Source: an optimization exercise on an open RTL-to-GDS flow (aim: small area). Production flows keep margins and buffers that such runs may drop. In this exercise RTL edits were held to simulation tests only and were not proved equivalent to the original. No driver is modelled on the clock port, so clock power and skew are understated where the tree is cut down; a real chip needs a root buffer or a tree. Power and IR drop assume default switching activity.

== 06-10 ==
==> flow/design.v <==
module frequency_meter #(parameter INVERT_RST = 1, DEBOUNCE_THRESHOLD = 5000, SEGMENTOS = 7, BIT_SIZE = 20, FREQ = 1, DATA_IN_SIZE = 6)(
    input clk,                     
    input rst,                     
    input signal_in,               
    output [0:SEGMENTOS-1] un, dec, cen, un_millar, dec_millar, cen_millar
);
    reg        prev_rst;
    reg        prev_sig;
    reg        first;              
    reg  [4:0] step;               
    reg [21:0] period;             
    reg [21:0] rem_n;              
    reg [22:0] work;               
    reg [22:0] shown;              
    wire clear = prev_rst & ~rst;            
    wire rise  = signal_in & ~prev_sig;      
    wire low4  = |step[3:0];
    wire idle  = ~low4 & ~step[4];
    wire last  = ~low4 & step[4];
    wire [4:0] step_next = {step[3:0], ((step[4] ^ step[2]) & low4) | rise};
    localparam [31:0] DBITS = 32'h53ce9800;
    wire dbit = DBITS[step];
    genvar i;
    wire [22:0] pc;
    wire [21:0] period_inc;
    assign pc[0] = idle;
    generate for (i = 0; i < 22; i = i + 1) begin : g_period
        assign period_inc[i] = period[i] ^ pc[i];
        assign pc[i+1]       = period[i] & pc[i];
    end endgenerate
    wire [22:0] trial_n = {rem_n, ~dbit};
    wire [22:0] sum;
    wire [23:0] cy;
    assign cy[0] = 1'b0;
    generate for (i = 0; i < 23; i = i + 1) begin : g_sub
        wire pb = (i < 22) ? period[i] : 1'b0;
        assign sum[i]  = trial_n[i] ^ pb ^ cy[i];
        assign cy[i+1] = (trial_n[i] & pb) | (trial_n[i] & cy[i]) | (pb & cy[i]);
    end endgenerate
    wire qbit = ~cy[23] & ~idle;
    wire [22:0] adj;
    assign adj[22:20] = work[22:20];
    generate for (i = 0; i < 5; i = i + 1) begin : g_dabble
        wire [3:0] d = work[4*i+3:4*i];
        wire c = ~idle & (d[3] | (d[2] & (d[1] | d[0])));
        assign adj[4*i+3] = d[3] | c;
        assign adj[4*i+2] = d[2] ^ (c & (d[2] | d[0]));
        assign adj[4*i+1] = d[1] ^ (c & ~d[0]);
        assign adj[4*i]   = d[0] ^ c;
    end endgenerate
    always @(posedge clk) begin
        prev_rst <= rst;
        prev_sig <= signal_in;
        step     <= step_next;
        period   <= last ? 22'd31 : period_inc;
        rem_n    <= qbit ? sum[21:0] : trial_n[21:0];
        work     <= {adj[21:0], qbit};
        if (clear || (last && !first))
            shown <= work;
        if (clear)
            first <= 1'b1;
        else if (last)
            first <= 1'b0;
    end
    decoder_7_seg SEG_CM (.decoder_in({1'b0, shown[22:20]}), .decoder_out(cen_millar));
    decoder_7_seg SEG_DM (.decoder_in(shown[19:16]), .decoder_out(dec_millar));
    decoder_7_seg SEG_UM (.decoder_in(shown[15:12]), .decoder_out(un_millar));
    decoder_7_seg SEG_C  (.decoder_in(shown[11:8]),  .decoder_out(cen));
    decoder_7_seg SEG_D  (.decoder_in(shown[7:4]),   .decoder_out(dec));
    decoder_7_seg SEG_U  (.decoder_in(shown[3:0]),   .decoder_out(un));
endmodule
module debouncer_one_shot #(parameter INVERT_LOGIC = 0, DEBOUNCE_THRESHOLD = 5000)(
    input clk, 
	 input signal,
    output signal_one_shot
);
wire debouncer_out;
debouncer #(.INVERT_LOGIC(INVERT_LOGIC), .DEBOUNCE_THRESHOLD(DEBOUNCE_THRESHOLD)) DEBOUNCER (
    .clk(clk),
    .debouncer_in(signal),
    .debouncer_out(debouncer_out)
);
one_shot ONE_SHOT(
    .clk(clk),
    .boton_a(debouncer_out),
    .signal_with_one_shot(signal_one_shot)
);
endmodule
module debouncer #(parameter DEBOUNCE_THRESHOLD = 5000, INVERT_LOGIC = 0)(
	input clk, 					 
		  debouncer_in,			 
	output reg debouncer_out	 
);
wire [ceillog2(DEBOUNCE_THRESHOLD) - 1: 0] counter_out;  
wire counter_match;						   
wire debouncer_in_processed;
assign debouncer_in_processed = (INVERT_LOGIC) ? ~debouncer_in : debouncer_in;  
counter_debouncer #(.STABILITY_TIME(DEBOUNCE_THRESHOLD)) CONTADOR_ESTABILIDAD(
	.clock(clk),
	.tick_count(counter_out),
	.stability_flag(counter_match)
);
always @(posedge clk)
begin
	if(counter_match)
		debouncer_out <= debouncer_in_processed; 	 
	else
		debouncer_out <= debouncer_out;  
end
function integer ceillog2;
	input integer data;
	integer i, result;
	begin
		for(i = 0; 2**i < data; i = i + 1)
			result = i + 1;
		ceillog2 = result;
	end
endfunction
endmodule
module counter_debouncer #(parameter STABILITY_TIME = 5000)(
	input clock,                                           
    output reg [calculate_bits(STABILITY_TIME)-1:0] tick_count,
    output reg stability_flag                              
);
always @(posedge clock)  
begin
    if(tick_count >= STABILITY_TIME - 1)  
    begin
        tick_count <= 0;        
        stability_flag <= 1;    
    end
    else
    begin
        tick_count <= tick_count + 1;  
        stability_flag <= 0;           
    end
end
function integer calculate_bits;
	input integer data;
	integer i, result;
	begin
		for(i = 0; 2**i < data; i = i + 1)
			result = i + 1;
		calculate_bits = result;
	end
endfunction
endmodule
module one_shot(
    input clk,                    
    input boton_a,                
    output reg signal_with_one_shot    
);
reg delay_boton_a;                
reg signal_clk;                   
always @(posedge clk) begin
    delay_boton_a <= boton_a;     
    signal_clk = delay_boton_a ^ 1'b1;  
    signal_with_one_shot = signal_clk & boton_a;  
end
endmodule
module signal_processor(
    input clock,                     
    input raw_signal,                
    output pos_pulse                 
);
    reg intermediate;
    reg clean_signal;
    reg data_prev;
    always @(posedge clock) begin
        intermediate <= raw_signal;    
        clean_signal <= intermediate;  
    end
    always @(posedge clock) begin
        data_prev <= clean_signal;
    end
    assign pos_pulse = clean_signal & ~data_prev;
endmodule
module frequency_measurement(
    input clock,                      
    input clear_all,                  
    input edge_detected,              
    output reg [19:0] freq_value      
);
    reg [23:0] time_counter;          
    reg [23:0] last_edge_time;        
    reg initial_edge;                 
    reg [23:0] time_measure;          
    always @(posedge clock) begin
        if (clear_all) begin
            time_counter <= 0;
            last_edge_time <= 0;
            time_measure <= 0;
            initial_edge <= 1;        
            freq_value <= 0;          
        end else begin
            time_counter <= time_counter + 1;
            if (edge_detected) begin
                if (initial_edge) begin
                    last_edge_time <= time_counter;
                    initial_edge <= 0;
                end else begin
                    time_measure <= time_counter - last_edge_time;
                    last_edge_time <= time_counter;
                    if (time_counter != last_edge_time)  
                        freq_value <= 50000000 / (time_counter - last_edge_time);
                end
            end
        end
    end
endmodule
module bcd_decoder #(parameter N = 10, SEG = 7)(
    input [N-1:0] switches,  
    output [0:SEG -1] display_unidades,  
    output [0:SEG -1] display_decenas, 
    output [0:SEG -1] display_centenas, 
    output [0:SEG -1] display_unidades_millar,
    output [0:SEG -1] display_decenas_millar,
    output [0:SEG -1] display_centenas_millar
);
wire [3:0] unidades;
wire [3:0] decenas;
wire [3:0] centenas; 
wire [3:0] unidades_millar; 
wire [3:0] decenas_millar;
wire [3:0] centenas_millar;
bin_a_dec #(.N(N)) DUT(
    .bin(switches),
	 .cm(centenas_millar),
	 .dm(decenas_millar),
    .um(unidades_millar),
    .cen(centenas),
    .dec(decenas),
    .un(unidades)
);
decoder_7_seg DISPLAY_UM (
    .decoder_in(unidades_millar),
    .decoder_out(display_unidades_millar)
);
decoder_7_seg DISPLAY_CEN (
    .decoder_in(centenas),
    .decoder_out(display_centenas)
);
decoder_7_seg DISPLAY_DEC ( 
    .decoder_in(decenas),
    .decoder_out(display_decenas)
);
decoder_7_seg DISPLAY_UN (
    .decoder_in(unidades),
    .decoder_out(display_unidades)
);
decoder_7_seg DISPALY_DM(
	 .decoder_in(decenas_millar),
    .decoder_out(display_decenas_millar)
);
decoder_7_seg DISPALY_CM(
	 .decoder_in(centenas_millar),
    .decoder_out(display_centenas_millar)
);
endmodule
module bin_a_dec #(parameter N = 17, SEG = 7)(
    input [N-1:0] bin,
    output reg [3:0] cm, dm, um, cen, dec, un
);
    always @(*) begin
        cm = (bin / 100000) % 10;
        dm = (bin / 10000) % 10;
        um = (bin / 1000) % 10;
        cen = (bin / 100) % 10;
        dec = (bin / 10) % 10;
        un = bin % 10;
    end
endmodule
module decoder_7_seg(
    input wire [3:0] decoder_in,      
    output wire [0:6] decoder_out     
);
    wire b3 = decoder_in[3], b2 = decoder_in[2], b1 = decoder_in[1], b0 = decoder_in[0];
    wire low1 = ~b3 & ~b2 & ~b1;       
    wire x    = b1 ^ b0;
    assign decoder_out[0] = low1 | (b2 & b1 & b0);
    assign decoder_out[1] = (~b2 & b1) | (b1 & b0) | (~b3 & ~b2 & b0);
    assign decoder_out[2] = b0 | (b2 & ~b1);
    assign decoder_out[3] = (b2 & ~x) | (low1 & b0);
    assign decoder_out[4] = ~b2 & b1 & ~b0;
    assign decoder_out[5] = b2 & x;
    assign decoder_out[6] = (b2 & ~b1 & ~b0) | (low1 & b0);
endmodule
export LEC_CHECK = 0
export CAP_MARGIN = 20
export CORE_MARGIN = 2
export CORE_UTILIZATION = 40
export SLEW_MARGIN = 20
create_clock -name core_clock -period 140.0 [get_ports {clk}]
standard.sh (not shown) runs the stock make flow with config.mk's settings and CLKGATE_MAP_FILE= SYNTH_SCRIPT=/design/flow/synth_recipe.tcl, a recipe that flattens the netlist after the stock synthesis.
==> flow/flow/run.sh <==
#!/bin/bash
# Own layout flow: the standard ORFS flow (standard.sh) with three changes
# that only cut cell area:
#  - the port buffers use the smallest buffer cell (buf_1);
#  - before the post-placement repair, every logic cell is set to the
#    smallest drive strength of its kind (repair_design then fixes any slew or
#    capacitance violation this makes);
#  - clock tree synthesis adds no dummy loads.
set -euo pipefail
cd "$(dirname "$0")/.."
work=$(pwd)
export BUFFER_PORTS_ARGS="-buffer_cell sky130_fd_sc_hd__buf_1"
export PRE_RESIZE_TCL=$work/flow/downsize.tcl
export CTS_ARGS="-sink_clustering_enable -repair_clock_nets -dont_use_dummy_load"
bash standard.sh > standard.log 2>&1
==> flow/flow/downsize.tcl <==
# Set every logic cell to the smallest-area drive strength of its kind.
# Registers and port buffers are left as they are.
set n 0
set saved 0.0
foreach inst [get_cells *] {
  set master [get_property $inst ref_name]
  if { ![regexp {^(sky130_fd_sc_hd__[a-z0-9]+)_([0-9]+)$} $master -> base drive] } { continue }
  if { [regexp {df|dl|tap|fill|decap|conb|clk} $base] } { continue }
  set cur [get_lib_cells $master]
  set best $master
  set best_area [get_property $cur area]
  foreach lc [get_lib_cells ${base}_*] {
    set name [get_name $lc]
    if { ![regexp "^${base}_\[0-9\]+\$" $name] } { continue }
    if { [lsearch -exact $::env(DONT_USE_CELLS) $name] >= 0 } { continue }
    set a [get_property $lc area]
    if { $a < $best_area } { set best $name; set best_area $a }
  }
  if { $best ne $master } {
    set saved [expr { $saved + [get_property $cur area] - $best_area }]
    replace_cell $inst $best
    incr n
  }
}
puts "downsize: $n cells set to their smallest drive strength, [format %.1f $saved] um2 less"
Input changes introduced in 07-01 (baseline for comparison: 06-10):
--- a/flow/design.v
+++ b/flow/design.v
@@ -11,19 +11,24 @@
     reg [21:0] period;             
     reg [21:0] rem_n;              
     reg [22:0] work;               
     reg [22:0] shown;              
     wire clear = prev_rst & ~rst;            
     wire rise  = signal_in & ~prev_sig;      
-    wire low4  = |step[3:0];
-    wire idle  = ~low4 & ~step[4];
-    wire last  = ~low4 & step[4];
-    wire [4:0] step_next = {step[3:0], ((step[4] ^ step[2]) & low4) | rise};
-    localparam [31:0] DBITS = 32'h53ce9800;
+    wire idle  = ~|step;
+    wire last  = &step;
+    localparam [31:0] DBITS = 32'h0087afa0;
     wire dbit = DBITS[step];
+    wire [5:0] sc;
+    wire [4:0] step_inc;
+    assign sc[0] = ~idle | rise;
     genvar i;
+    generate for (i = 0; i < 5; i = i + 1) begin : g_step
+        assign step_inc[i] = step[i] ^ sc[i];
+        assign sc[i+1]     = step[i] & sc[i];
+    end endgenerate
     wire [22:0] pc;
     wire [21:0] period_inc;
     assign pc[0] = idle;
     generate for (i = 0; i < 22; i = i + 1) begin : g_period
         assign period_inc[i] = period[i] ^ pc[i];
         assign pc[i+1]       = period[i] & pc[i];
@@ -48,13 +53,13 @@
         assign adj[4*i+1] = d[1] ^ (c & ~d[0]);
         assign adj[4*i]   = d[0] ^ c;
     end endgenerate
     always @(posedge clk) begin
         prev_rst <= rst;
         prev_sig <= signal_in;
-        step     <= step_next;
+        step     <= step_inc;
         period   <= last ? 22'd31 : period_inc;
         rem_n    <= qbit ? sum[21:0] : trial_n[21:0];
         work     <= {adj[21:0], qbit};
         if (clear || (last && !first))
             shown <= work;
         if (clear)
07-01 — met2 track utilization from global routing 0.90 points lower, 06-10 as reference
07-01 vs 06-10, origin of the worst setup path: shown[0] vs shown[4]
Synthesized cell count: 07-01 vs 06-10 down 1.1%
07-01 gives less total core area than 06-10 did.
Looking at clock network power share, 07-01 sits 0.3 points below 06-10.
From 06-10 to 07-01, flip-flop and latch count did not move at all.
Between 07-01 and 06-10, it is 07-01 whose core utilization is higher, by 0.79 points.
When the final numbers for 07-01 and 06-10 were put side by side, the final area turned out to be greater in 07-01.
In the metrics for 07-01 and 06-10, the one carrying the higher cell total after placement is 06-10.
On post-route total power, 06-10 beats 07-01.
Diff 06-10 -> 07-01: die area decreased 170 um^2; placed standard-cell area higher.

========
Another version of the RTL of frequency_meter (not shown whole).
For scale: about 340 cells after synthesis, roughly 45 I/O pins, ~4000 um^2 of cells after synthesis.
==> flow/design.v (excerpt) <==
module frequency_meter #(parameter INVERT_RST = 1, DEBOUNCE_THRESHOLD = 5000, SEGMENTOS = 7, BIT_SIZE = 20, FREQ = 1, DATA_IN_SIZE = 6)(
    input clk,                     
    input rst,                     
    input signal_in,               
    output [0:SEGMENTOS-1] un, dec, cen, un_millar, dec_millar, cen_millar
);
==> module frequency_meter, before the edit <==
module frequency_meter #(parameter INVERT_RST = 1, DEBOUNCE_THRESHOLD = 5000, SEGMENTOS = 7, BIT_SIZE = 20, FREQ = 1, DATA_IN_SIZE = 6)(
    input clk,                     
    input rst,                     
    input signal_in,               
    output [0:SEGMENTOS-1] un, dec, cen, un_millar, dec_millar, cen_millar
);
    reg        prev_rst;
    reg        first;              
    reg  [4:0] step;               
    reg [21:0] period;             
    reg [21:0] rem_n;              
    reg [22:0] work;               
    reg [22:0] shown;              
    wire clear = prev_rst & ~rst;            
    wire low4  = |step[3:0];
    wire idle  = ~low4;                        
    wire armed = ~low4 & ~step[4];             
    wire last  = step == 5'b01000;
    wire [4:0] step_next = {(step[3] & ~last) | ((last | (idle & step[4])) & signal_in),
                            step[2:0],
                            ((step[4] ^ step[2]) & low4) | (armed & signal_in)};
    localparam [31:0] DBITS = 32'hdb401ba0;
    wire dbit = DBITS[step];
    genvar i;
    wire [22:0] pc;
    wire [21:0] period_inc;
    assign pc[0] = idle;
    generate for (i = 0; i < 22; i = i + 1) begin : g_period
        assign period_inc[i] = period[i] ^ pc[i];
        assign pc[i+1]       = period[i] & pc[i];
    end endgenerate
    wire [22:0] trial_n = {rem_n, ~dbit};
    wire [22:0] sum;
    wire [23:0] cy;
    assign cy[0] = 1'b0;
    generate for (i = 0; i < 23; i = i + 1) begin : g_sub
        wire pb = (i < 22) ? period[i] : 1'b0;
        assign sum[i]  = trial_n[i] ^ pb ^ cy[i];
        assign cy[i+1] = (trial_n[i] & pb) | (trial_n[i] & cy[i]) | (pb & cy[i]);
    end endgenerate
    wire qbit = ~cy[23] & ~idle;
    wire [22:0] adj;
    assign adj[22:20] = work[22:20];
    generate for (i = 0; i < 5; i = i + 1) begin : g_dabble
        bcd_dabble_digit DIG (.en(~idle), .d(work[4*i+3:4*i]), .q(adj[4*i+3:4*i]));
    end endgenerate
    always @(posedge clk) begin
        prev_rst <= rst;
        step     <= step_next;
        period   <= last ? 22'd30 : period_inc;
        rem_n    <= qbit ? sum[21:0] : trial_n[21:0];
        work     <= {adj[21:0], qbit};
        if (clear || (last && !first))
            shown <= work;
        if (clear)
            first <= 1'b1;
        else if (last)
            first <= 1'b0;
    end
    decoder_7_seg_top SEG_CM (.decoder_in(shown[22:20]), .decoder_out(cen_millar));
    decoder_7_seg SEG_DM (.decoder_in(shown[19:16]), .decoder_out(dec_millar));
    decoder_7_seg SEG_UM (.decoder_in(shown[15:12]), .decoder_out(un_millar));
    decoder_7_seg SEG_C  (.decoder_in(shown[11:8]),  .decoder_out(cen));
    decoder_7_seg SEG_D  (.decoder_in(shown[7:4]),   .decoder_out(dec));
    decoder_7_seg SEG_U  (.decoder_in(shown[3:0]),   .decoder_out(un));
endmodule
Settings: LEC_CHECK=0, CAP_MARGIN=0, CORE_MARGIN=2, CORE_UTILIZATION=70, SLEW_MARGIN=0, SYNTH_HIERARCHICAL=1; clock period 140.0 ns.
==> flow/flow/run.sh <==
#!/bin/bash
# Own layout flow: the standard ORFS flow (standard.sh) with changes that
# only cut cell area:
#  - synthesis is the standard flow's (synth_recipe.tcl) except that abc maps the logic
#    with an area script (abc_area.script) instead of ORFS's delay script,
#    and adder cells are extracted only in the top module (see synth.tcl);
#    the registers are the standard synthesis's;
#  - the port buffers use the smallest buffer cell (buf_1);
#  - before the post-placement repair, every logic cell is set to the
#    smallest drive strength of its kind (repair_design then fixes any slew or
#    capacitance violation this makes);
#  - clock tree synthesis adds no dummy loads, and its tree is then rebuilt
#    as one level of 4 buffers (clockmerge.tcl).
set -euo pipefail
cd "$(dirname "$0")/.."
work=$(pwd)
export BUFFER_PORTS_ARGS="-buffer_cell sky130_fd_sc_hd__buf_1"
export PRE_RESIZE_TCL=$work/flow/downsize.tcl
export POST_CTS_TCL=$work/flow/clockmerge.tcl
export CTS_ARGS="-sink_clustering_enable -repair_clock_nets -dont_use_dummy_load"
sed "s#SYNTH_SCRIPT=[^ ]*#SYNTH_SCRIPT=$work/flow/synth.tcl#" standard.sh > own_synth.sh
bash own_synth.sh synth > synth.log 2>&1
bash standard.sh > standard.log 2>&1
Scripts as last shown in full above: flow/flow/downsize.tcl
Other scripts of this flow, unchanged in this note and not shown: flow/flow/abc_area.script, flow/flow/clockmerge.tcl, flow/flow/synth.tcl
==> next run, changes <==
--- a/flow/design.v
+++ b/flow/design.v
@@ -6,4 +6,5 @@
 );
     reg        prev_rst;
+    reg        prev_sig;
     reg        first;              
     reg  [4:0] step;               
@@ -13,12 +14,10 @@
     reg [22:0] shown;              
     wire clear = prev_rst & ~rst;            
+    wire rise  = signal_in & ~prev_sig;      
     wire low4  = |step[3:0];
-    wire idle  = ~low4;                        
-    wire armed = ~low4 & ~step[4];             
-    wire last  = step == 5'b01000;
-    wire [4:0] step_next = {(step[3] & ~last) | ((last | (idle & step[4])) & signal_in),
-                            step[2:0],
-                            ((step[4] ^ step[2]) & low4) | (armed & signal_in)};
-    localparam [31:0] DBITS = 32'hdb401ba0;
+    wire idle  = ~low4 & ~step[4];
+    wire last  = ~low4 & step[4];
+    wire [4:0] step_next = {step[3:0], ((step[4] ^ step[2]) & low4) | rise};
+    localparam [31:0] DBITS = 32'h53cf9800;
     wire dbit = DBITS[step];
     genvar i;
@@ -47,6 +46,7 @@
     always @(posedge clk) begin
         prev_rst <= rst;
+        prev_sig <= signal_in;
         step     <= step_next;
-        period   <= last ? 22'd30 : period_inc;
+        period   <= last ? 22'd31 : period_inc;
         rem_n    <= qbit ? sum[21:0] : trial_n[21:0];
         work     <= {adj[21:0], qbit};
After rerunning: The changed run passed the timing, design-rule and antenna checks; design area climbs by 1.4%; setup slack is worse by 0.0050 ns; fmax barely changes; utilization rises by 0.58 points; flip-flop and latch count increases by 1; area after synthesis increases by 1.5%; register-to-register slack gains 1.1 ns; worst hold slack stays flat.
No run of this note takes its clock network from TritonCTS; it comes from the design's own scripts or RTL.

-- port drivers added, routing unchanged --
In the flow no input, the clock included, has a driving cell. The finished layouts below were timed again as built, in two steps.
Step 1: set_driving_cell puts a clkbuf_16 on clk and a buf_2 on each other input, an assumption about the parent block.
Step 2 adds t to the input delays and takes it off the output delays; t is the mean of the earliest and latest rising clock arrival at the registers after step 1. Input paths then give back, and output paths get back, about the clock's delay inside the block.
Three values: no drivers, after step 1, after step 2; two values: the first two.
run	shift t [ns]	setup slack, ns	clock arrival spread, ns
06-10	0.371	110.434 / 110.404 / 110.699	0.023 / 0.024
07-01	0.365	110.453 / 110.422 / 110.788	0.022 / 0.021
the first run of note 2	0.204	110.577 / 110.495 / 110.699	0.007 / 0.006
the second run of note 2	0.203	110.572 / 110.495 / 110.697	0.006 / 0.007
After both steps every run listed still meets setup and hold.
